From an optimization exercise on the open Yosys and OpenROAD flow, aimed at small area; shortcuts taken in it are not production practice. Only simulation tests tie the RTL to the original design; equivalence was not proved. Power and IR drop assume default switching activity.

--- flow/run.sh ---
#!/bin/bash
# The standard synthesis (kept as std_synth.v for reference), the same
# synthesis without its final flatten (hier/), the combinational logic mapped
# again for area by flow/post.ys, a check that the registers are the standard
# synthesis's, then the standard layout from floorplan to finish.
set -euo pipefail
W=$(pwd)
P=$FLOW_PLATFORM
R=$W/orfs/results/$P/calc_top/base
H=$W/hier/results/$P/calc_top/base
LIB=$FLOW_HOME/platforms/$P/lib/sky130_fd_sc_hd__tt_025C_1v80.lib
bash standard.sh synth > $W/synth.log 2>&1
cp $R/1_2_yosys.v $W/std_synth.v
sed -e "s#WORK_HOME=[^ ]*#WORK_HOME=$W/hier#" -e "s#SYNTH_SCRIPT=[^ ]*#SYNTH_SCRIPT=$W/flow/hier_synth.tcl#" \
    -e '/^if \[\[/,$d' standard.sh > $W/hier.sh
bash $W/hier.sh $H/1_2_yosys.v > $W/hier_synth.log 2>&1
sed -e "s#@LIB@#$LIB#g" -e "s#@IN@#$H/1_2_yosys.v#" -e "s#@OUT@#$R/1_2_yosys.v#" -e "s#@W@#$W#" \
    -e "s#@CELLS@#$W/flow/cells.v#" flow/post.ys > $W/post_run.ys
yosys -s $W/post_run.ys > $W/post_yosys.log 2>&1
python3 flow/check_regs.py $W/std_synth.v $R/1_2_yosys.v > $W/check_regs.log 2>&1
bash standard.sh BUFFER_PORTS_ARGS="-buffer_cell sky130_fd_sc_hd__buf_1" finish > $W/layout.log 2>&1
--- flow/cells.v ---
// The design's ao222_n and ao22_n modules, each as the one library cell
// with that function.
module ao222_n(input a1, input b1, input a2, input b2, input a3, input b3, output y);
    (* keep_hierarchy *) sky130_fd_sc_hd__a222oi_1 cell (.A1(a1), .A2(b1), .B1(a2), .B2(b2), .C1(a3), .C2(b3), .Y(y));
endmodule

module ao22_n(input a1, input b1, input a2, input b2, output y);
    (* keep_hierarchy *) sky130_fd_sc_hd__a22oi_1 cell (.A1(a1), .A2(b1), .B1(a2), .B2(b2), .Y(y));
endmodule
--- flow/check_regs.py ---
#!/usr/bin/env python3
"""Checks that two netlists have the same registers: the same instance names,
each in the same cell type (drive strength aside)."""
import re, sys

def regs(path):
    t = open(path).read()
    out = {}
    for typ, name in re.findall(r'\b(sky130_fd_sc_hd__(?:df|edf|sdf|dl)\w*?)_\d+\s+(\S+)\s*\(', t):
        out[name.lstrip('\\')] = typ
    return out

a, b = regs(sys.argv[1]), regs(sys.argv[2])
print(f'{len(a)} registers in {sys.argv[1]}, {len(b)} in {sys.argv[2]}')
bad = sorted(set(a) ^ set(b)) + sorted(n for n in set(a) & set(b) if a[n] != b[n])
for n in bad:
    print('mismatch:', n, a.get(n), b.get(n))
sys.exit(1 if bad else 0)
--- flow/hier_synth.tcl ---
# synth_recipe.tcl (the standard synthesis) without its final flatten: the
# netlist keeps the design's modules, so post.ys can map some of them itself.
proc synth {args} { yosys synth -nofsm -noshare {*}$args }
source $::env(SCRIPTS_DIR)/synth.tcl
# left out here: clear keep_hierarchy, clean up, hide names made inside functions, write 1_2_yosys.v
--- flow/post.ys ---
# Re-map the synthesis netlist (the standard synthesis without its final
# flatten). The modules ao222_n and ao22_n become their library cells
# (flow/cells.v); registers, full adders and tie cells are kept as they are;
# every other cell is turned back into logic and mapped again by ABC for
# area, as one flat netlist.
read_liberty -ignore_miss_func -ignore_miss_dir @LIB@
read_verilog @IN@
delete ao222_n ao22_n
read_verilog @CELLS@
hierarchy -top calc_top
setattr -mod -set keep_hierarchy 1 sky130_fd_sc_hd__fa_* sky130_fd_sc_hd__df* sky130_fd_sc_hd__edf* sky130_fd_sc_hd__sdf* sky130_fd_sc_hd__dl* sky130_fd_sc_hd__conb_1
flatten
select -module calc_top
techmap
opt -fast
abc -liberty @LIB@ -dont_use sky130_fd_sc_hd__lpflow_bleeder_1 -dont_use sky130_fd_sc_hd__lpflow_clkbufkapwr_1 -dont_use sky130_fd_sc_hd__lpflow_clkbufkapwr_16 -dont_use sky130_fd_sc_hd__lpflow_clkbufkapwr_2 -dont_use sky130_fd_sc_hd__lpflow_clkbufkapwr_4 -dont_use sky130_fd_sc_hd__lpflow_clkbufkapwr_8 -dont_use sky130_fd_sc_hd__lpflow_clkinvkapwr_1 -dont_use sky130_fd_sc_hd__lpflow_clkinvkapwr_16 -dont_use sky130_fd_sc_hd__lpflow_clkinvkapwr_2 -dont_use sky130_fd_sc_hd__lpflow_clkinvkapwr_4 -dont_use sky130_fd_sc_hd__lpflow_clkinvkapwr_8 -dont_use sky130_fd_sc_hd__lpflow_decapkapwr_12 -dont_use sky130_fd_sc_hd__lpflow_decapkapwr_3 -dont_use sky130_fd_sc_hd__lpflow_decapkapwr_4 -dont_use sky130_fd_sc_hd__lpflow_decapkapwr_6 -dont_use sky130_fd_sc_hd__lpflow_decapkapwr_8 -dont_use sky130_fd_sc_hd__lpflow_inputiso0n_1 -dont_use sky130_fd_sc_hd__lpflow_inputiso0p_1 -dont_use sky130_fd_sc_hd__lpflow_inputiso1n_1 -dont_use sky130_fd_sc_hd__lpflow_inputiso1p_1 -dont_use sky130_fd_sc_hd__lpflow_inputisolatch_1 -dont_use sky130_fd_sc_hd__lpflow_isobufsrc_1 -dont_use sky130_fd_sc_hd__lpflow_isobufsrc_16 -dont_use sky130_fd_sc_hd__lpflow_isobufsrc_2 -dont_use sky130_fd_sc_hd__lpflow_isobufsrc_4 -dont_use sky130_fd_sc_hd__lpflow_isobufsrc_8 -dont_use sky130_fd_sc_hd__lpflow_isobufsrckapwr_16 -dont_use sky130_fd_sc_hd__lpflow_lsbuf_lh_hl_isowell_tap_1 -dont_use sky130_fd_sc_hd__lpflow_lsbuf_lh_hl_isowell_tap_2 -dont_use sky130_fd_sc_hd__lpflow_lsbuf_lh_hl_isowell_tap_4 -dont_use sky130_fd_sc_hd__lpflow_lsbuf_lh_isowell_4 -dont_use sky130_fd_sc_hd__lpflow_lsbuf_lh_isowell_tap_1 -dont_use sky130_fd_sc_hd__lpflow_lsbuf_lh_isowell_tap_2 -dont_use sky130_fd_sc_hd__lpflow_lsbuf_lh_isowell_tap_4 -dont_use sky130_fd_sc_hd__probe_p_8 -dont_use sky130_fd_sc_hd__probec_p_8  -script "+strash; dch -f; amap; topo"
opt_clean -purge
hilomap -singleton -hicell sky130_fd_sc_hd__conb_1 HI -locell sky130_fd_sc_hd__conb_1 LO
splitnets
opt_clean -purge
select -clear
tee -o @W@/post_stat.txt stat -liberty @LIB@
select calc_top
write_verilog -noattr -noexpr -nohex -nodec -selected @OUT@
--- standard.sh ---
#!/bin/bash
# synth_recipe.tcl (not shown) runs the flow's synth.tcl, then flattens the netlist and writes it again
# the make line also repeats each setting of config.mk as NAME=value (left out here)
make -C /OpenROAD-flow-scripts/flow DESIGN_CONFIG=/design/flow/config.mk WORK_HOME=/design/flow/orfs CLKGATE_MAP_FILE= SYNTH_SCRIPT=/design/flow/synth_recipe.tcl "${@:-finish}"
--- config.mk ---
export PLATFORM = sky130hd
export DESIGN_NAME = calc_top
export DESIGN_NICKNAME = calc_top
export VERILOG_FILES = /design/flow/design.v
export SDC_FILE = /design/flow/constraint.sdc
export NUM_CORES = 4
export LEC_CHECK = 0
export ABC_AREA = 1
export CAP_MARGIN = 5
export CORE_MARGIN = 2
export CORE_UTILIZATION = 55
export CTS_BUF_LIST = sky130_fd_sc_hd__clkbuf_8
export GPL_TIMING_DRIVEN = 0
export SLEW_MARGIN = 5
export SYNTH_HIERARCHICAL = 1
--- constraint.sdc ---
create_clock -name core_clock -period 12.0 [get_ports {clk}]
set_input_delay 2.4000 -clock core_clock [delete_from_list [all_inputs] [get_ports {clk}]]
set_output_delay 2.4000 -clock core_clock [all_outputs]
set_load 0.01 [all_outputs]
--- design.v ---
module hex2seg (
   input [3:0] number,            
   output reg [6:0] pattern );    
   always @ (number)
      case(number)
         4'h0:  pattern = 7'b0000001;   
         4'h1:  pattern = 7'b1001111;   
         4'h2:  pattern = 7'b0010010;
         4'h3:  pattern = 7'b0000110;
         4'h4:  pattern = 7'b1001100;
         4'h5:  pattern = 7'b0100100;
         4'h6:  pattern = 7'b0100000;
         4'h7:  pattern = 7'b0001111;
         4'h8:  pattern = 7'b0000000;
         4'h9:  pattern = 7'b0000100;
         4'hA:  pattern = 7'b0001000;
         4'hB:  pattern = 7'b1100000;
         4'hC:  pattern = 7'b0110001;
         4'hD:  pattern = 7'b1000010;
         4'hE:  pattern = 7'b0110000;
         4'hF:  pattern = 7'b0111000;   
      endcase   
endmodule 
module DisplayInterface(
    input [15:0] value,
    input [9:0] count10,
    input [1:0] count2,
    output [9:0] next10,
    output at_zero,
    output [7:0] digit,
    output [7:0] segment
    );
    wire low_zero = ~|count10[8:0];
    assign at_zero = low_zero & ~count10[9];
    assign next10 = {count10[8:0], count10[9] ^ count10[6] ^ low_zero};
    reg [3:0] hex_value;
    always @*
        case (count2)
          2'b00: hex_value = value[3:0];
          2'b01: hex_value = value[7:4];
          2'b10: hex_value = value[11:8];
          2'b11: hex_value = value[15:12];
        endcase
    assign digit = {4'b1111, ~(count2 == 2'b11), ~(count2 == 2'b10),
                    ~(count2 == 2'b01), ~(count2 == 2'b00)};
    wire [6:0] hex_pattern;
    hex2seg part_seg(.number(hex_value), .pattern(hex_pattern));
    assign segment = {hex_pattern, 1'b1};
endmodule
module myCalc(
    input [16:0] X,
    input [16:0] Y,
    input [1:0] OP,
    input [4:0] keycode,
    input newkey,
    input rst,
    output reg [16:0] nextX,
    output [16:0] nextY,
    output [1:0] nextOP,
    output OVW
    );
    wire sub = ~(OP[1] & OP[0]);
    wire b1 = Y[0] | OP[1];
    wire b2 = Y[1] & ~Y[0] & ~OP[1];
    wire b3 = Y[1] | OP[1];
    wire l4 = X[0] & b1;
    wire l5 = b3 & ~l4;
    wire p6 = ((X[1] & b1) | (X[0] & b2)) ^ b3;
    wire p7 = ((X[2] & b1) | (X[1] & b2)) ^ b3;
    wire p8 = ((X[3] & b1) | (X[2] & b2)) ^ b3;
    wire p9 = ((X[4] & b1) | (X[3] & b2)) ^ b3;
    wire p10 = ((X[5] & b1) | (X[4] & b2)) ^ b3;
    wire p11 = ((X[6] & b1) | (X[5] & b2)) ^ b3;
    wire p12 = ((X[7] & b1) | (X[6] & b2)) ^ b3;
    wire p13 = ((X[8] & b1) | (X[7] & b2)) ^ b3;
    wire p14 = ((X[9] & b1) | (X[8] & b2)) ^ b3;
    wire p15 = ((X[10] & b1) | (X[9] & b2)) ^ b3;
    wire p16 = ((X[11] & b1) | (X[10] & b2)) ^ b3;
    wire p17 = ((X[12] & b1) | (X[11] & b2)) ^ b3;
    wire p18 = ((X[13] & b1) | (X[12] & b2)) ^ b3;
    wire p19 = ((X[14] & b1) | (X[13] & b2)) ^ b3;
    wire p20 = ((X[15] & b1) | (X[14] & b2)) ^ b3;
    wire p21 = ((X[16] & b1) | (X[15] & b2)) ^ b3;
    wire p22 = ((X[16] & b1) | (X[16] & b2)) ^ b3;
    wire b23 = (Y[2] ^ Y[1]) & ~OP[1];
    wire b24 = ((Y[3] & ~Y[2] & ~Y[1]) | (~Y[3] & Y[2] & Y[1])) & ~OP[1];
    wire l25 = X[0] & b23;
    wire l26 = Y[3] & ~l25;
    wire p27 = ((X[1] & b23) | (X[0] & b24)) ^ Y[3];
    wire p28 = ((X[2] & b23) | (X[1] & b24)) ^ Y[3];
    wire p29 = ((X[3] & b23) | (X[2] & b24)) ^ Y[3];
    wire p30 = ((X[4] & b23) | (X[3] & b24)) ^ Y[3];
    wire p31 = ((X[5] & b23) | (X[4] & b24)) ^ Y[3];
    wire p32 = ((X[6] & b23) | (X[5] & b24)) ^ Y[3];
    wire p33 = ((X[7] & b23) | (X[6] & b24)) ^ Y[3];
    wire p34 = ((X[8] & b23) | (X[7] & b24)) ^ Y[3];
    wire p35 = ((X[9] & b23) | (X[8] & b24)) ^ Y[3];
    wire p36 = ((X[10] & b23) | (X[9] & b24)) ^ Y[3];
    wire p37 = ((X[11] & b23) | (X[10] & b24)) ^ Y[3];
    wire p38 = ((X[12] & b23) | (X[11] & b24)) ^ Y[3];
    wire p39 = ((X[13] & b23) | (X[12] & b24)) ^ Y[3];
    wire p40 = ((X[14] & b23) | (X[13] & b24)) ^ Y[3];
    wire p41 = ((X[15] & b23) | (X[14] & b24)) ^ Y[3];
    wire b42 = (Y[4] ^ Y[3]) & ~OP[1];
    wire b43 = ((Y[5] & ~Y[4] & ~Y[3]) | (~Y[5] & Y[4] & Y[3])) & ~OP[1];
    wire l44 = X[0] & b42;
    wire l45 = Y[5] & ~l44;
    wire p46 = ((X[1] & b42) | (X[0] & b43)) ^ Y[5];
    wire p47 = ((X[2] & b42) | (X[1] & b43)) ^ Y[5];
    wire p48 = ((X[3] & b42) | (X[2] & b43)) ^ Y[5];
    wire p49 = ((X[4] & b42) | (X[3] & b43)) ^ Y[5];
    wire p50 = ((X[5] & b42) | (X[4] & b43)) ^ Y[5];
    wire p51 = ((X[6] & b42) | (X[5] & b43)) ^ Y[5];
    wire p52 = ((X[7] & b42) | (X[6] & b43)) ^ Y[5];
    wire p53 = ((X[8] & b42) | (X[7] & b43)) ^ Y[5];
    wire p54 = ((X[9] & b42) | (X[8] & b43)) ^ Y[5];
    wire p55 = ((X[10] & b42) | (X[9] & b43)) ^ Y[5];
    wire p56 = ((X[11] & b42) | (X[10] & b43)) ^ Y[5];
    wire p57 = ((X[12] & b42) | (X[11] & b43)) ^ Y[5];
    wire p58 = ((X[13] & b42) | (X[12] & b43)) ^ Y[5];
    wire b59 = (Y[6] ^ Y[5]) & ~OP[1];
    wire b60 = ((Y[7] & ~Y[6] & ~Y[5]) | (~Y[7] & Y[6] & Y[5])) & ~OP[1];
    wire l61 = X[0] & b59;
    wire l62 = Y[7] & ~l61;
    wire p63 = ((X[1] & b59) | (X[0] & b60)) ^ Y[7];
    wire p64 = ((X[2] & b59) | (X[1] & b60)) ^ Y[7];
    wire p65 = ((X[3] & b59) | (X[2] & b60)) ^ Y[7];
    wire p66 = ((X[4] & b59) | (X[3] & b60)) ^ Y[7];
    wire p67 = ((X[5] & b59) | (X[4] & b60)) ^ Y[7];
    wire p68 = ((X[6] & b59) | (X[5] & b60)) ^ Y[7];
    wire p69 = ((X[7] & b59) | (X[6] & b60)) ^ Y[7];
    wire p70 = ((X[8] & b59) | (X[7] & b60)) ^ Y[7];
    wire p71 = ((X[9] & b59) | (X[8] & b60)) ^ Y[7];
    wire p72 = ((X[10] & b59) | (X[9] & b60)) ^ Y[7];
    wire p73 = ((X[11] & b59) | (X[10] & b60)) ^ Y[7];
    wire b74 = (Y[8] ^ Y[7]) & ~OP[1];
    wire b75 = ((Y[9] & ~Y[8] & ~Y[7]) | (~Y[9] & Y[8] & Y[7])) & ~OP[1];
    wire l76 = X[0] & b74;
    wire l77 = Y[9] & ~l76;
    wire p78 = ((X[1] & b74) | (X[0] & b75)) ^ Y[9];
    wire p79 = ((X[2] & b74) | (X[1] & b75)) ^ Y[9];
    wire p80 = ((X[3] & b74) | (X[2] & b75)) ^ Y[9];
    wire p81 = ((X[4] & b74) | (X[3] & b75)) ^ Y[9];
    wire p82 = ((X[5] & b74) | (X[4] & b75)) ^ Y[9];
    wire p83 = ((X[6] & b74) | (X[5] & b75)) ^ Y[9];
    wire p84 = ((X[7] & b74) | (X[6] & b75)) ^ Y[9];
    wire p85 = ((X[8] & b74) | (X[7] & b75)) ^ Y[9];
    wire p86 = ((X[9] & b74) | (X[8] & b75)) ^ Y[9];
    wire b87 = (Y[10] ^ Y[9]) & ~OP[1];
    wire b88 = ((Y[11] & ~Y[10] & ~Y[9]) | (~Y[11] & Y[10] & Y[9])) & ~OP[1];
    wire l89 = X[0] & b87;
    wire l90 = Y[11] & ~l89;
    wire p91 = ((X[1] & b87) | (X[0] & b88)) ^ Y[11];
    wire p92 = ((X[2] & b87) | (X[1] & b88)) ^ Y[11];
    wire p93 = ((X[3] & b87) | (X[2] & b88)) ^ Y[11];
    wire p94 = ((X[4] & b87) | (X[3] & b88)) ^ Y[11];
    wire p95 = ((X[5] & b87) | (X[4] & b88)) ^ Y[11];
    wire p96 = ((X[6] & b87) | (X[5] & b88)) ^ Y[11];
    wire p97 = ((X[7] & b87) | (X[6] & b88)) ^ Y[11];
    wire b98 = (Y[12] ^ Y[11]) & ~OP[1];
    wire b99 = ((Y[13] & ~Y[12] & ~Y[11]) | (~Y[13] & Y[12] & Y[11])) & ~OP[1];
    wire l100 = X[0] & b98;
    wire l101 = Y[13] & ~l100;
    wire p102 = ((X[1] & b98) | (X[0] & b99)) ^ Y[13];
    wire p103 = ((X[2] & b98) | (X[1] & b99)) ^ Y[13];
    wire p104 = ((X[3] & b98) | (X[2] & b99)) ^ Y[13];
    wire p105 = ((X[4] & b98) | (X[3] & b99)) ^ Y[13];
    wire p106 = ((X[5] & b98) | (X[4] & b99)) ^ Y[13];
    wire b107 = (Y[14] ^ Y[13]) & ~OP[1];
    wire b108 = ((Y[15] & ~Y[14] & ~Y[13]) | (~Y[15] & Y[14] & Y[13])) & ~OP[1];
    wire l109 = X[0] & b107;
    wire l110 = Y[15] & ~l109;
    wire p111 = ((X[1] & b107) | (X[0] & b108)) ^ Y[15];
    wire p112 = ((X[2] & b107) | (X[1] & b108)) ^ Y[15];
    wire p113 = ((X[3] & b107) | (X[2] & b108)) ^ Y[15];
    wire b114 = (Y[16] ^ Y[15]) & ~OP[1];
    wire b115 = ((Y[16] & ~Y[16] & ~Y[15]) | (~Y[16] & Y[16] & Y[15])) & ~OP[1];
    wire l116 = X[0] & b114;
    wire l117 = Y[16] & ~l116;
    wire p118 = ((X[1] & b114) | (X[0] & b115)) ^ Y[16];
    wire ha119_0, ha119_1;
    ha u119 (l5, p6, ha119_0, ha119_1);
    wire fa120_0, fa120_1;
    fa u120 (l25, p7, ha119_1, fa120_0, fa120_1);
    wire fa121_0, fa121_1;
    fa u121 (l26, p8, p27, fa121_0, fa121_1);
    wire ha122_0, ha122_1;
    ha u122 (fa120_1, fa121_0, ha122_0, ha122_1);
    wire fa123_0, fa123_1;
    fa u123 (l44, p9, p28, fa123_0, fa123_1);
    wire fa124_0, fa124_1;
    fa u124 (fa121_1, fa123_0, ha122_1, fa124_0, fa124_1);
    wire fa125_0, fa125_1;
    fa u125 (l45, p10, p29, fa125_0, fa125_1);
    wire fa126_0, fa126_1;
    fa u126 (p46, fa123_1, fa125_0, fa126_0, fa126_1);
    wire ha127_0, ha127_1;
    ha u127 (fa124_1, fa126_0, ha127_0, ha127_1);
    wire fa128_0, fa128_1;
    fa u128 (l61, p11, p30, fa128_0, fa128_1);
    wire fa129_0, fa129_1;
    fa u129 (p47, fa125_1, fa128_0, fa129_0, fa129_1);
    wire fa130_0, fa130_1;
    fa u130 (fa126_1, fa129_0, ha127_1, fa130_0, fa130_1);
    wire fa131_0, fa131_1;
    fa u131 (l62, p12, p31, fa131_0, fa131_1);
    wire fa132_0, fa132_1;
    fa u132 (p48, p63, fa128_1, fa132_0, fa132_1);
    wire fa133_0, fa133_1;
    fa u133 (fa131_0, fa132_0, fa129_1, fa133_0, fa133_1);
    wire ha134_0, ha134_1;
    ha u134 (fa130_1, fa133_0, ha134_0, ha134_1);
    wire fa135_0, fa135_1;
    fa u135 (l76, p13, p32, fa135_0, fa135_1);
    wire fa136_0, fa136_1;
    fa u136 (p49, p64, fa131_1, fa136_0, fa136_1);
    wire fa137_0, fa137_1;
    fa u137 (fa135_0, fa132_1, fa136_0, fa137_0, fa137_1);
    wire fa138_0, fa138_1;
    fa u138 (fa133_1, fa137_0, ha134_1, fa138_0, fa138_1);
    wire fa139_0, fa139_1;
    fa u139 (l77, p14, p33, fa139_0, fa139_1);
    wire fa140_0, fa140_1;
    fa u140 (p50, p65, p78, fa140_0, fa140_1);
    wire fa141_0, fa141_1;
    fa u141 (fa135_1, fa139_0, fa140_0, fa141_0, fa141_1);
    wire fa142_0, fa142_1;
    fa u142 (fa136_1, fa141_0, fa137_1, fa142_0, fa142_1);
    wire ha143_0, ha143_1;
    ha u143 (fa138_1, fa142_0, ha143_0, ha143_1);
    wire fa144_0, fa144_1;
    fa u144 (l89, p15, p34, fa144_0, fa144_1);
    wire fa145_0, fa145_1;
    fa u145 (p51, p66, p79, fa145_0, fa145_1);
    wire fa146_0, fa146_1;
    fa u146 (fa139_1, fa140_1, fa144_0, fa146_0, fa146_1);
    wire fa147_0, fa147_1;
    fa u147 (fa145_0, fa141_1, fa146_0, fa147_0, fa147_1);
    wire fa148_0, fa148_1;
    fa u148 (fa147_0, fa142_1, ha143_1, fa148_0, fa148_1);
    wire fa149_0, fa149_1;
    fa u149 (l90, p16, p35, fa149_0, fa149_1);
    wire fa150_0, fa150_1;
    fa u150 (p52, p67, p80, fa150_0, fa150_1);
    wire fa151_0, fa151_1;
    fa u151 (p91, fa144_1, fa145_1, fa151_0, fa151_1);
    wire fa152_0, fa152_1;
    fa u152 (fa149_0, fa150_0, fa151_0, fa152_0, fa152_1);
    wire fa153_0, fa153_1;
    fa u153 (fa146_1, fa147_1, fa152_0, fa153_0, fa153_1);
    wire ha154_0, ha154_1;
    ha u154 (fa148_1, fa153_0, ha154_0, ha154_1);
    wire fa155_0, fa155_1;
    fa u155 (l100, p17, p36, fa155_0, fa155_1);
    wire fa156_0, fa156_1;
    fa u156 (p53, p68, p81, fa156_0, fa156_1);
    wire fa157_0, fa157_1;
    fa u157 (p92, fa149_1, fa150_1, fa157_0, fa157_1);
    wire fa158_0, fa158_1;
    fa u158 (fa155_0, fa156_0, fa151_1, fa158_0, fa158_1);
    wire fa159_0, fa159_1;
    fa u159 (fa157_0, fa152_1, fa158_0, fa159_0, fa159_1);
    wire fa160_0, fa160_1;
    fa u160 (fa153_1, fa159_0, ha154_1, fa160_0, fa160_1);
    wire fa161_0, fa161_1;
    fa u161 (l101, p18, p37, fa161_0, fa161_1);
    wire fa162_0, fa162_1;
    fa u162 (p54, p69, p82, fa162_0, fa162_1);
    wire fa163_0, fa163_1;
    fa u163 (p93, p102, fa155_1, fa163_0, fa163_1);
    wire fa164_0, fa164_1;
    fa u164 (fa156_1, fa161_0, fa162_0, fa164_0, fa164_1);
    wire fa165_0, fa165_1;
    fa u165 (fa157_1, fa163_0, fa164_0, fa165_0, fa165_1);
    wire fa166_0, fa166_1;
    fa u166 (fa158_1, fa165_0, fa159_1, fa166_0, fa166_1);
    wire ha167_0, ha167_1;
    ha u167 (fa160_1, fa166_0, ha167_0, ha167_1);
    wire fa168_0, fa168_1;
    fa u168 (l109, p19, p38, fa168_0, fa168_1);
    wire fa169_0, fa169_1;
    fa u169 (p55, p70, p83, fa169_0, fa169_1);
    wire fa170_0, fa170_1;
    fa u170 (p94, p103, fa161_1, fa170_0, fa170_1);
    wire fa171_0, fa171_1;
    fa u171 (fa162_1, fa168_0, fa169_0, fa171_0, fa171_1);
    wire fa172_0, fa172_1;
    fa u172 (fa163_1, fa170_0, fa164_1, fa172_0, fa172_1);
    wire fa173_0, fa173_1;
    fa u173 (fa171_0, fa165_1, fa172_0, fa173_0, fa173_1);
    wire fa174_0, fa174_1;
    fa u174 (fa173_0, fa166_1, ha167_1, fa174_0, fa174_1);
    wire fa175_0, fa175_1;
    fa u175 (l110, p20, p39, fa175_0, fa175_1);
    wire fa176_0, fa176_1;
    fa u176 (p56, p71, p84, fa176_0, fa176_1);
    wire fa177_0, fa177_1;
    fa u177 (p95, p104, p111, fa177_0, fa177_1);
    wire fa178_0, fa178_1;
    fa u178 (fa168_1, fa169_1, fa175_0, fa178_0, fa178_1);
    wire fa179_0, fa179_1;
    fa u179 (fa176_0, fa177_0, fa170_1, fa179_0, fa179_1);
    wire fa180_0, fa180_1;
    fa u180 (fa171_1, fa178_0, fa172_1, fa180_0, fa180_1);
    wire fa181_0, fa181_1;
    fa u181 (fa179_0, fa173_1, fa180_0, fa181_0, fa181_1);
    wire ha182_0, ha182_1;
    ha u182 (fa174_1, fa181_0, ha182_0, ha182_1);
    wire fa183_0, fa183_1;
    fa u183 (l116, p21, p40, fa183_0, fa183_1);
    wire fa184_0, fa184_1;
    fa u184 (p57, p72, p85, fa184_0, fa184_1);
    wire fa185_0, fa185_1;
    fa u185 (p96, p105, p112, fa185_0, fa185_1);
    wire fa186_0, fa186_1;
    fa u186 (fa175_1, fa176_1, fa177_1, fa186_0, fa186_1);
    wire fa187_0, fa187_1;
    fa u187 (fa183_0, fa184_0, fa185_0, fa187_0, fa187_1);
    wire fa188_0, fa188_1;
    fa u188 (fa186_0, fa178_1, fa187_0, fa188_0, fa188_1);
    wire fa189_0, fa189_1;
    fa u189 (fa179_1, fa188_0, fa180_1, fa189_0, fa189_1);
    wire fa190_0, fa190_1;
    fa u190 (fa181_1, fa189_0, ha182_1, fa190_0, fa190_1);
    wire x191 = l117 ^ p22;
    wire x192 = p41 ^ p58;
    wire x193 = p73 ^ p86;
    wire x194 = p97 ^ p106;
    wire x195 = p113 ^ p118;
    wire x196 = x191 ^ x192;
    wire x197 = x193 ^ x194;
    wire x198 = x195 ^ fa183_1;
    wire x199 = fa184_1 ^ fa185_1;
    wire x200 = x196 ^ x197;
    wire x201 = x198 ^ x199;
    wire x202 = x200 ^ fa186_1;
    wire x203 = fa187_1 ^ x201;
    wire x204 = x202 ^ x203;
    wire x205 = fa188_1 ^ x204;
    wire x206 = x205 ^ fa189_1;
    wire x207 = x206 ^ fa190_1;
    wire d208 = X[1] & ~X[0];
    wire q209 = X[0] & X[1];
    wire q210 = X[0] & X[2];
    wire d211 = X[2] & ~X[1];
    wire q212 = X[1] & X[2];
    wire q213 = X[0] & X[3];
    wire q214 = X[0] & X[4];
    wire q215 = X[1] & X[3];
    wire d216 = X[3] & ~X[2];
    wire q217 = X[2] & X[3];
    wire q218 = X[0] & X[5];
    wire q219 = X[1] & X[4];
    wire q220 = X[0] & X[6];
    wire q221 = X[1] & X[5];
    wire q222 = X[2] & X[4];
    wire d223 = X[4] & ~X[3];
    wire q224 = X[3] & X[4];
    wire q225 = X[0] & X[7];
    wire q226 = X[1] & X[6];
    wire q227 = X[2] & X[5];
    wire q228 = X[0] & X[8];
    wire q229 = X[1] & X[7];
    wire q230 = X[2] & X[6];
    wire q231 = X[3] & X[5];
    wire d232 = X[5] & ~X[4];
    wire q233 = X[4] & X[5];
    wire q234 = X[0] & X[9];
    wire q235 = X[1] & X[8];
    wire q236 = X[2] & X[7];
    wire q237 = X[3] & X[6];
    wire q238 = X[0] & X[10];
    wire q239 = X[1] & X[9];
    wire q240 = X[2] & X[8];
    wire q241 = X[3] & X[7];
    wire q242 = X[4] & X[6];
    wire d243 = X[6] & ~X[5];
    wire q244 = X[5] & X[6];
    wire q245 = X[0] & X[11];
    wire q246 = X[1] & X[10];
    wire q247 = X[2] & X[9];
    wire q248 = X[3] & X[8];
    wire q249 = X[4] & X[7];
    wire q250 = X[0] & X[12];
    wire q251 = X[1] & X[11];
    wire q252 = X[2] & X[10];
    wire q253 = X[3] & X[9];
    wire q254 = X[4] & X[8];
    wire q255 = X[5] & X[7];
    wire d256 = X[7] & ~X[6];
    wire q257 = X[6] & X[7];
    wire q258 = X[0] & X[13];
    wire q259 = X[1] & X[12];
    wire q260 = X[2] & X[11];
    wire q261 = X[3] & X[10];
    wire q262 = X[4] & X[9];
    wire q263 = X[5] & X[8];
    wire q264 = X[0] & X[14];
    wire q265 = X[1] & X[13];
    wire q266 = X[2] & X[12];
    wire q267 = X[3] & X[11];
    wire q268 = X[4] & X[10];
    wire q269 = X[5] & X[9];
    wire q270 = X[6] & X[8];
    wire d271 = X[8] & ~X[7];
    wire q272 = X[7] & X[8];
    wire q273 = X[0] & X[15];
    wire q274 = X[1] & X[14];
    wire q275 = X[2] & X[13];
    wire q276 = X[3] & X[12];
    wire q277 = X[4] & X[11];
    wire q278 = X[5] & X[10];
    wire q279 = X[6] & X[9];
    wire q280 = X[0] & X[16];
    wire q281 = X[1] & X[15];
    wire q282 = X[2] & X[14];
    wire q283 = X[3] & X[13];
    wire q284 = X[4] & X[12];
    wire q285 = X[5] & X[11];
    wire q286 = X[6] & X[10];
    wire q287 = X[7] & X[9];
    wire ha288_0, ha288_1;
    ha u288 (q209, q210, ha288_0, ha288_1);
    wire fa289_0, fa289_1;
    fa u289 (d211, q213, ha288_1, fa289_0, fa289_1);
    wire fa290_0, fa290_1;
    fa u290 (q212, q214, q215, fa290_0, fa290_1);
    wire ha291_0, ha291_1;
    ha u291 (fa289_1, fa290_0, ha291_0, ha291_1);
    wire fa292_0, fa292_1;
    fa u292 (d216, q218, q219, fa292_0, fa292_1);
    wire fa293_0, fa293_1;
    fa u293 (fa290_1, fa292_0, ha291_1, fa293_0, fa293_1);
    wire fa294_0, fa294_1;
    fa u294 (q217, q220, q221, fa294_0, fa294_1);
    wire fa295_0, fa295_1;
    fa u295 (q222, fa292_1, fa294_0, fa295_0, fa295_1);
    wire ha296_0, ha296_1;
    ha u296 (fa293_1, fa295_0, ha296_0, ha296_1);
    wire fa297_0, fa297_1;
    fa u297 (d223, q225, q226, fa297_0, fa297_1);
    wire fa298_0, fa298_1;
    fa u298 (q227, fa294_1, fa297_0, fa298_0, fa298_1);
    wire fa299_0, fa299_1;
    fa u299 (fa295_1, fa298_0, ha296_1, fa299_0, fa299_1);
    wire fa300_0, fa300_1;
    fa u300 (q224, q228, q229, fa300_0, fa300_1);
    wire fa301_0, fa301_1;
    fa u301 (q230, q231, fa297_1, fa301_0, fa301_1);
    wire fa302_0, fa302_1;
    fa u302 (fa300_0, fa298_1, fa301_0, fa302_0, fa302_1);
    wire ha303_0, ha303_1;
    ha u303 (fa299_1, fa302_0, ha303_0, ha303_1);
    wire fa304_0, fa304_1;
    fa u304 (d232, q234, q235, fa304_0, fa304_1);
    wire fa305_0, fa305_1;
    fa u305 (q236, q237, fa300_1, fa305_0, fa305_1);
    wire fa306_0, fa306_1;
    fa u306 (fa304_0, fa301_1, fa305_0, fa306_0, fa306_1);
    wire fa307_0, fa307_1;
    fa u307 (fa302_1, fa306_0, ha303_1, fa307_0, fa307_1);
    wire fa308_0, fa308_1;
    fa u308 (q233, q238, q239, fa308_0, fa308_1);
    wire fa309_0, fa309_1;
    fa u309 (q240, q241, q242, fa309_0, fa309_1);
    wire fa310_0, fa310_1;
    fa u310 (fa304_1, fa308_0, fa309_0, fa310_0, fa310_1);
    wire fa311_0, fa311_1;
    fa u311 (fa305_1, fa310_0, fa306_1, fa311_0, fa311_1);
    wire ha312_0, ha312_1;
    ha u312 (fa307_1, fa311_0, ha312_0, ha312_1);
    wire fa313_0, fa313_1;
    fa u313 (d243, q245, q246, fa313_0, fa313_1);
    wire fa314_0, fa314_1;
    fa u314 (q247, q248, q249, fa314_0, fa314_1);
    wire fa315_0, fa315_1;
    fa u315 (fa308_1, fa309_1, fa313_0, fa315_0, fa315_1);
    wire fa316_0, fa316_1;
    fa u316 (fa314_0, fa310_1, fa315_0, fa316_0, fa316_1);
    wire fa317_0, fa317_1;
    fa u317 (fa316_0, fa311_1, ha312_1, fa317_0, fa317_1);
    wire fa318_0, fa318_1;
    fa u318 (q244, q250, q251, fa318_0, fa318_1);
    wire fa319_0, fa319_1;
    fa u319 (q252, q253, q254, fa319_0, fa319_1);
    wire fa320_0, fa320_1;
    fa u320 (q255, fa313_1, fa314_1, fa320_0, fa320_1);
    wire fa321_0, fa321_1;
    fa u321 (fa318_0, fa319_0, fa315_1, fa321_0, fa321_1);
    wire fa322_0, fa322_1;
    fa u322 (fa320_0, fa316_1, fa321_0, fa322_0, fa322_1);
    wire ha323_0, ha323_1;
    ha u323 (fa317_1, fa322_0, ha323_0, ha323_1);
    wire fa324_0, fa324_1;
    fa u324 (d256, q258, q259, fa324_0, fa324_1);
    wire fa325_0, fa325_1;
    fa u325 (q260, q261, q262, fa325_0, fa325_1);
    wire fa326_0, fa326_1;
    fa u326 (q263, fa318_1, fa319_1, fa326_0, fa326_1);
    wire fa327_0, fa327_1;
    fa u327 (fa324_0, fa325_0, fa320_1, fa327_0, fa327_1);
    wire fa328_0, fa328_1;
    fa u328 (fa326_0, fa321_1, fa327_0, fa328_0, fa328_1);
    wire fa329_0, fa329_1;
    fa u329 (fa322_1, fa328_0, ha323_1, fa329_0, fa329_1);
    wire fa330_0, fa330_1;
    fa u330 (q257, q264, q265, fa330_0, fa330_1);
    wire fa331_0, fa331_1;
    fa u331 (q266, q267, q268, fa331_0, fa331_1);
    wire fa332_0, fa332_1;
    fa u332 (q269, q270, fa324_1, fa332_0, fa332_1);
    wire fa333_0, fa333_1;
    fa u333 (fa325_1, fa330_0, fa331_0, fa333_0, fa333_1);
    wire fa334_0, fa334_1;
    fa u334 (fa326_1, fa332_0, fa333_0, fa334_0, fa334_1);
    wire fa335_0, fa335_1;
    fa u335 (fa327_1, fa334_0, fa328_1, fa335_0, fa335_1);
    wire ha336_0, ha336_1;
    ha u336 (fa329_1, fa335_0, ha336_0, ha336_1);
    wire fa337_0, fa337_1;
    fa u337 (d271, q273, q274, fa337_0, fa337_1);
    wire fa338_0, fa338_1;
    fa u338 (q275, q276, q277, fa338_0, fa338_1);
    wire fa339_0, fa339_1;
    fa u339 (q278, q279, fa330_1, fa339_0, fa339_1);
    wire fa340_0, fa340_1;
    fa u340 (fa331_1, fa337_0, fa338_0, fa340_0, fa340_1);
    wire fa341_0, fa341_1;
    fa u341 (fa332_1, fa333_1, fa339_0, fa341_0, fa341_1);
    wire fa342_0, fa342_1;
    fa u342 (fa340_0, fa334_1, fa341_0, fa342_0, fa342_1);
    wire fa343_0, fa343_1;
    fa u343 (fa342_0, fa335_1, ha336_1, fa343_0, fa343_1);
    wire x344 = q272 ^ q280;
    wire x345 = q281 ^ q282;
    wire x346 = q283 ^ q284;
    wire x347 = q285 ^ q286;
    wire x348 = q287 ^ x344;
    wire x349 = x345 ^ x346;
    wire x350 = x347 ^ fa337_1;
    wire x351 = fa338_1 ^ x348;
    wire x352 = x349 ^ x350;
    wire x353 = x351 ^ fa339_1;
    wire x354 = fa340_1 ^ x352;
    wire x355 = x353 ^ x354;
    wire x356 = fa341_1 ^ x355;
    wire x357 = x356 ^ fa342_1;
    wire x358 = x357 ^ fa343_1;
    wire a359 = Y[0] & OP[1];
    wire a360 = X[0] ^ sub;
    wire a361 = Y[1] & OP[1];
    wire a362 = X[1] ^ sub;
    wire a363 = Y[2] & OP[1];
    wire a364 = X[2] ^ sub;
    wire a365 = Y[3] & OP[1];
    wire a366 = X[3] ^ sub;
    wire a367 = Y[4] & OP[1];
    wire a368 = X[4] ^ sub;
    wire a369 = Y[5] & OP[1];
    wire a370 = X[5] ^ sub;
    wire a371 = Y[6] & OP[1];
    wire a372 = X[6] ^ sub;
    wire a373 = Y[7] & OP[1];
    wire a374 = X[7] ^ sub;
    wire a375 = Y[8] & OP[1];
    wire a376 = X[8] ^ sub;
    wire a377 = Y[9] & OP[1];
    wire a378 = X[9] ^ sub;
    wire a379 = Y[10] & OP[1];
    wire a380 = X[10] ^ sub;
    wire a381 = Y[11] & OP[1];
    wire a382 = X[11] ^ sub;
    wire a383 = Y[12] & OP[1];
    wire a384 = X[12] ^ sub;
    wire a385 = Y[13] & OP[1];
    wire a386 = X[13] ^ sub;
    wire a387 = Y[14] & OP[1];
    wire a388 = X[14] ^ sub;
    wire a389 = Y[15] & OP[1];
    wire a390 = X[15] ^ sub;
    wire a391 = Y[16] & OP[1];
    wire a392 = X[16] ^ sub;
    wire a393 = Y[16] & OP[1];
    wire a394 = X[16] ^ sub;
    wire fa395_0, fa395_1;
    fa u395 (sub, a359, a360, fa395_0, fa395_1);
    wire fa396_0, fa396_1;
    fa u396 (a361, a362, fa395_1, fa396_0, fa396_1);
    wire fa397_0, fa397_1;
    fa u397 (a363, a364, fa396_1, fa397_0, fa397_1);
    wire fa398_0, fa398_1;
    fa u398 (a365, a366, fa397_1, fa398_0, fa398_1);
    wire fa399_0, fa399_1;
    fa u399 (a367, a368, fa398_1, fa399_0, fa399_1);
    wire fa400_0, fa400_1;
    fa u400 (a369, a370, fa399_1, fa400_0, fa400_1);
    wire fa401_0, fa401_1;
    fa u401 (a371, a372, fa400_1, fa401_0, fa401_1);
    wire fa402_0, fa402_1;
    fa u402 (a373, a374, fa401_1, fa402_0, fa402_1);
    wire fa403_0, fa403_1;
    fa u403 (a375, a376, fa402_1, fa403_0, fa403_1);
    wire fa404_0, fa404_1;
    fa u404 (a377, a378, fa403_1, fa404_0, fa404_1);
    wire ha405_0, ha405_1;
    ha u405 (a379, a380, ha405_0, ha405_1);
    wire f406 = ha405_0 ^ fa404_1;
    wire f407 = ha405_1 | (ha405_0 & fa404_1);
    wire ha408_0, ha408_1;
    ha u408 (a381, a382, ha408_0, ha408_1);
    wire f409 = ha408_0 ^ f407;
    wire f410 = ha408_1 | (ha408_0 & f407);
    wire ha411_0, ha411_1;
    ha u411 (a383, a384, ha411_0, ha411_1);
    wire f412 = ha411_0 ^ f410;
    wire f413 = ha411_1 | (ha411_0 & f410);
    wire ha414_0, ha414_1;
    ha u414 (a385, a386, ha414_0, ha414_1);
    wire f415 = ha414_0 ^ f413;
    wire f416 = ha414_1 | (ha414_0 & f413);
    wire ha417_0, ha417_1;
    ha u417 (a387, a388, ha417_0, ha417_1);
    wire f418 = ha417_0 ^ f416;
    wire f419 = ha417_1 | (ha417_0 & f416);
    wire ha420_0, ha420_1;
    ha u420 (a389, a390, ha420_0, ha420_1);
    wire f421 = ha420_0 ^ f419;
    wire f422 = ha420_1 | (ha420_0 & f419);
    wire ha423_0, ha423_1;
    ha u423 (a391, a392, ha423_0, ha423_1);
    wire f424 = ha423_0 ^ f422;
    wire f425 = ha423_1 | (ha423_0 & f422);
    wire x426 = a393 ^ a394;
    wire x427 = x426 ^ f425;
    wire [17:0] P = {x207, fa190_0, ha182_0, fa174_0, ha167_0, fa160_0, ha154_0, fa148_0, ha143_0, fa138_0, ha134_0, fa130_0, ha127_0, fa124_0, ha122_0, fa120_0, ha119_0, l4};    
    wire [17:0] S = {x358, fa343_0, ha336_0, fa329_0, ha323_0, fa317_0, ha312_0, fa307_0, ha303_0, fa299_0, ha296_0, fa293_0, ha291_0, fa289_0, ha288_0, d208, 1'b0, X[0]};    
    wire [17:0] A = {x427, f424, f421, f418, f415, f412, f409, f406, fa404_0, fa403_0, fa402_0, fa401_0, fa400_0, fa399_0, fa398_0, fa397_0, fa396_0, fa395_0};    
    wire key     = newkey & ~rst;
    wire k_digit = key & keycode[4];
    wire k_op    = key & (keycode[4:2] == 3'b010);
    wire k_ce    = key & (keycode == 5'b01100);
    wire k_ca    = key & (keycode == 5'b00100);
    wire k_eq    = key & (keycode == 5'b00011);
    wire k_sqr   = key & (keycode == 5'b00001);
    wire k_neg   = key & (keycode == 5'b00010);
    wire op_mul = (OP == 2'b01);
    wire sel_shift = k_digit;
    wire sel_a = (k_eq & OP[1]) | (k_neg & ~OP[1]);
    wire sel_p = (k_eq & op_mul) | (k_neg & OP[1]);
    wire sel_s = k_sqr;
    wire sel_x = ~(rst | k_digit | k_op | k_ce | k_ca | k_sqr | k_neg | (k_eq & (OP != 2'b00)));
    wire [16:0] shifted = {X[12:0], keycode[3:0]};
    wire [16:0] pick3_n, pick2_n;
    genvar b;
    generate for (b = 0; b < 17; b = b + 1) begin : pick
        ao222_n p3 (sel_shift, shifted[b], sel_a, A[b], sel_p, P[b], pick3_n[b]);
        ao22_n p2 (sel_s, S[b], sel_x, X[b], pick2_n[b]);
    end endgenerate
    always @* nextX = ~(pick3_n & pick2_n);
    wire hold_y = ~(rst | k_op | k_ca);
    assign nextY = ({17{k_op}} & X) | ({17{hold_y}} & Y);
    assign nextOP = ({2{k_op}} & keycode[1:0]) | ({2{hold_y}} & OP);
    assign OVW = (OP[1] & A[17]) | (op_mul & P[17]) | (k_sqr & S[17]);
endmodule
module fa(input a, input b, input c, output s, output co);
    assign s = a ^ b ^ c;
    assign co = (a & b) | (a & c) | (b & c);
endmodule
module ha(input a, input b, output s, output co);
    assign s = a ^ b;
    assign co = a & b;
endmodule
module xor2m(input a, input b, output y);
    assign y = a ^ b;
endmodule
module nor2m(input a, input b, output y);
    assign y = ~(a | b);
endmodule
module xnor2m(input a, input b, output y);
    assign y = ~(a ^ b);
endmodule
module or2m(input a, input b, output y);
    assign y = a | b;
endmodule
module ornm(input a, input b, output y);
    assign y = a | ~b;
endmodule
module andnm(input a, input b, output y);
    assign y = a & ~b;
endmodule
module ao222_n(input a1, input b1, input a2, input b2, input a3, input b3, output y);
    assign y = ~((a1 & b1) | (a2 & b2) | (a3 & b3));
endmodule
module ao22_n(input a1, input b1, input a2, input b2, output y);
    assign y = ~((a1 & b1) | (a2 & b2));
endmodule
module calc_top(
        input clk,               
        input rst,               
        input [4:0] keycode,     
        input newkey,            
        output [15:0] calcOut,   
        output [7:0] digit,      
        output [7:0] segment,    
        output NEG_LED,
        output OVW_LED
        );
    reg [16:0] X, Y;         
    reg [1:0] OP;            
    reg [9:0] count10;       
    reg [1:0] count2;        
    wire [16:0] nextX, nextY;
    wire [1:0] nextOP;
    myCalc calculator (
        .X(X), .Y(Y), .OP(OP),
        .keycode(keycode), .newkey(newkey), .rst(rst),
        .nextX(nextX), .nextY(nextY), .nextOP(nextOP),
        .OVW(OVW_LED)
        );
    always @(posedge clk) begin
        X <= nextX;
        Y <= nextY;
        OP <= nextOP;
    end
    assign calcOut = X[15:0];
    assign NEG_LED = X[16];
    wire [9:0] next10;
    wire at_zero;
    DisplayInterface display (
        .value(X[15:0]), .count10(count10), .count2(count2),
        .next10(next10), .at_zero(at_zero),
        .digit(digit), .segment(segment)
        );
    always @(posedge clk or posedge rst)
        if (rst) count10 <= 10'b0;
        else count10 <= next10;
    always @(posedge clk or posedge rst)
        if (rst) count2 <= 2'b0;
        else if (at_zero) count2 <= count2 + 2'b1;
endmodule
==> metrics.cfg <==
[sta]
rsz0062_at_grt=no
tightest_slew_ns=1.36
setup_viol=0
fin_crit_sh_pct=94.5
drv_slew=0
fin_ws_ns=0.662
tns_ns=0
max_clock_freq_mhz=88.2
fin_skew_ns=0.0177
period_needed_ns=11.34
slew_headroom_pct=9.31
finalHoldViolations=0

[route]
ant_nets=0
drc_errors=0
dr.pass1.iters=9
routed_wl_um=23000
vias=7409
via_per_inst=6.52
routedWlPerCell_um=20.3
drt_iter0_drc=955

[critical_path]
cp_max_fo=22
crit_path_end_kind=primary output
slowest_delay_ns=0.95
worstPathRequired_ns=9.60
cp_slowest_cell=dfxtp_1
regToRegSetupSlack_ns=3.25
path_class=reg2out
reg2reg_to=X[16]$_DFF_P_
crit_path_frequent_cell=fa_1
cp.arrival_ns=8.94
cp-start-kind=flip-flop
r2r_start=OP[1]$_DFF_P_
ff2ff_path_depth=28
crit_family=adder cells
cp_num_buf_inv=3
startpoint=OP[1]$_DFF_P_

[layout]
final_util_pct=61.4
drive_gt1_share_pct=2.69
final_cells=1137
areaGrowthSynthToFinish_pct=8.73
diodes=0
final_nets=1095

[min_path]
whs_path_depth=0
hold_path_class=reg2reg
min-delay-start=count10[2]$_DFF_PP0_
hold_end=count10[3]$_DFF_PP0_

[global_route]
grt_usage_pct=33.6
grt_max_degree=38
antenna_found_initial=0
grt_pass1_vias=7357
grt_first_pass_wirelength_um=37400
overflow=0

[outcome]
outcome=timing/DRC/antenna clean

[floorplan]
core_um2=12600
die-area_um2=13900
rows=41
die_x_um=118
start_util_pct=56.4
fp.dieH_um=118
ios=42

[cts]
clock-root-buffer=clkbuf_8
tritoncts=yes
cts.reportedPaths.clkPinSlew_ns=0.11
clock-sinks=48
htreeDepth=2
clk_latency_ns=0.32
post_cts_buffers=0
clockBufferDepth=2
numCtsBuffers=5

[synthesis]
syn_inst=908
syn_area_um2=7120
syn_area_per_cell_um2=7.84
ys_warn_count=10

[placed_design]
post-place-ws_ns=0.138
place_congestion=0.872
dpl.cell_count=1126
portBuffers=36
dp_hpwl_um=16100

[power_and_ir_drop]
worst_ir_drop_vdd_v=0.0000390
p_per_area_nw_per_um2=48.0
power_leakage_nw=3.00

[job]
maxCapViolCount=0

==> worst max path at each step <==
stage / to / slack, ns / cells past startpoint
2_1_floorplan: OVW_LED / 1.86 / 27
3_3_place_gp: OVW_LED / 0.32 / 28
3_5_place_dp: OVW_LED / 0.14 / 28
4_1_cts: OVW_LED / 0.24 / 28
5_1_grt: OVW_LED / 0.17 / 28
6_report: OVW_LED / 0.66 / 28
==> layer usage <==
metal  up-vias  routed length, um  global-route usage (%)  part of all wire, %
li1       3390                  -                       -                    -
met1      3555               9230                    44.8                   40
met2       406              11200                    57.4                   49
met3        58               1970                    4.60                  8.6
met4         0                592                    9.49                  2.6
met5         -                  0                       0                    0
==> through the flow <==
stage	hold WS (ns)	total power [W]	cell area, um^2
after floorplan	0.354	0.000230	7140
after global placement	0.360	0.000256	7490
after detailed placement	0.369	0.000262	7570
after CTS	0.387	0.000367	7660
after global routing	0.392	0.000389	7740
final	0.386	0.000372	7740
==> worst reg2reg max path, delay by kind of cell (launching register included) <==
family / cells / cell delay, ns
simple gates: 8 / 1.08
compound gates: 8 / 1.16
fa+ha+maj: 10 / 4.28
flops: 1 / 0.95
buf+inv: 2 / 1.17
==> power breakdown <==
part           internal (W)   total, W  switching [W]
clock network     0.0000473   0.000107      0.0000601
registers          0.000162   0.000167     0.00000504
logic             0.0000324  0.0000973      0.0000648
total              0.000242   0.000372       0.000130
==> final cells by class <==
| class | instances | area (um^2) |
|---|---|---|
| repair buffers | 44 | 243 |
| well taps | 172 | 215 |
| flip-flops and latches | 48 | 1020 |
| multi-input cells | 786 | 5870 |
| repair inverters | 1 | 5.00 |
| clock inverters | 2 | 13.8 |
| clock buffers | 6 | 82.6 |
| inverters | 78 | 297 |
| fillers | 1221 | 4880 |
==> registers in the layout, indices dropped and copies added, names as in the netlist <==
signal   flops
count10     10
OP           2
Y           17
X           17
count2       2
==> what timing repair did <==
action | CTS | global route
hold buffers | 0 | 0
cloned | 0 | 1
endpoints found under the setup margin | 1 | 1
gates resized for setup | 1 | 2
==> placed cells by master, fill, tap and decap left out, drive strengths merged, types with 6 or more instances in the layout <==
cell,instances
a22oi,17
o21ai,93
conb,6
a21oi,47
a222oi,17
buf,44
fa,123
o22ai,127
clkbuf,6
o221ai,11
or3,10
nor3,7
clkinv,78
dfrtp,12
dfxtp,36
nor2,174
o21a,6
nand2,122

==> static timing again, ports no longer ideal <==
The results above use ideal ports. As a check the final layout listed here was re-extracted and re-timed, cells and wires unchanged. Step 1 assumes that a clkbuf_16 drives the clock port and a buf_2 every other input. Step 2 adds t to the input delays and takes it off the output delays; t is the mean of the earliest and latest rising clock arrival at the registers after step 1. Input paths then give back, and output paths get back, about the clock's delay inside the block. Slacks: no drivers / after step 1 / after step 2; pairs: no drivers / after step 1.
shift t [ns]: 0.346
setup slack, ns: 0.662 / 0.627 / 0.973
worst setup path at the end: register to output
clock arrival spread, ns: 0.021 / 0.021
worst data-port slew with drivers (ns): 0.03
After both steps setup and hold are still met in this run. For this run, drivers alone change the setup slack by -0.035 ns; drivers and shift together by +0.311 ns.
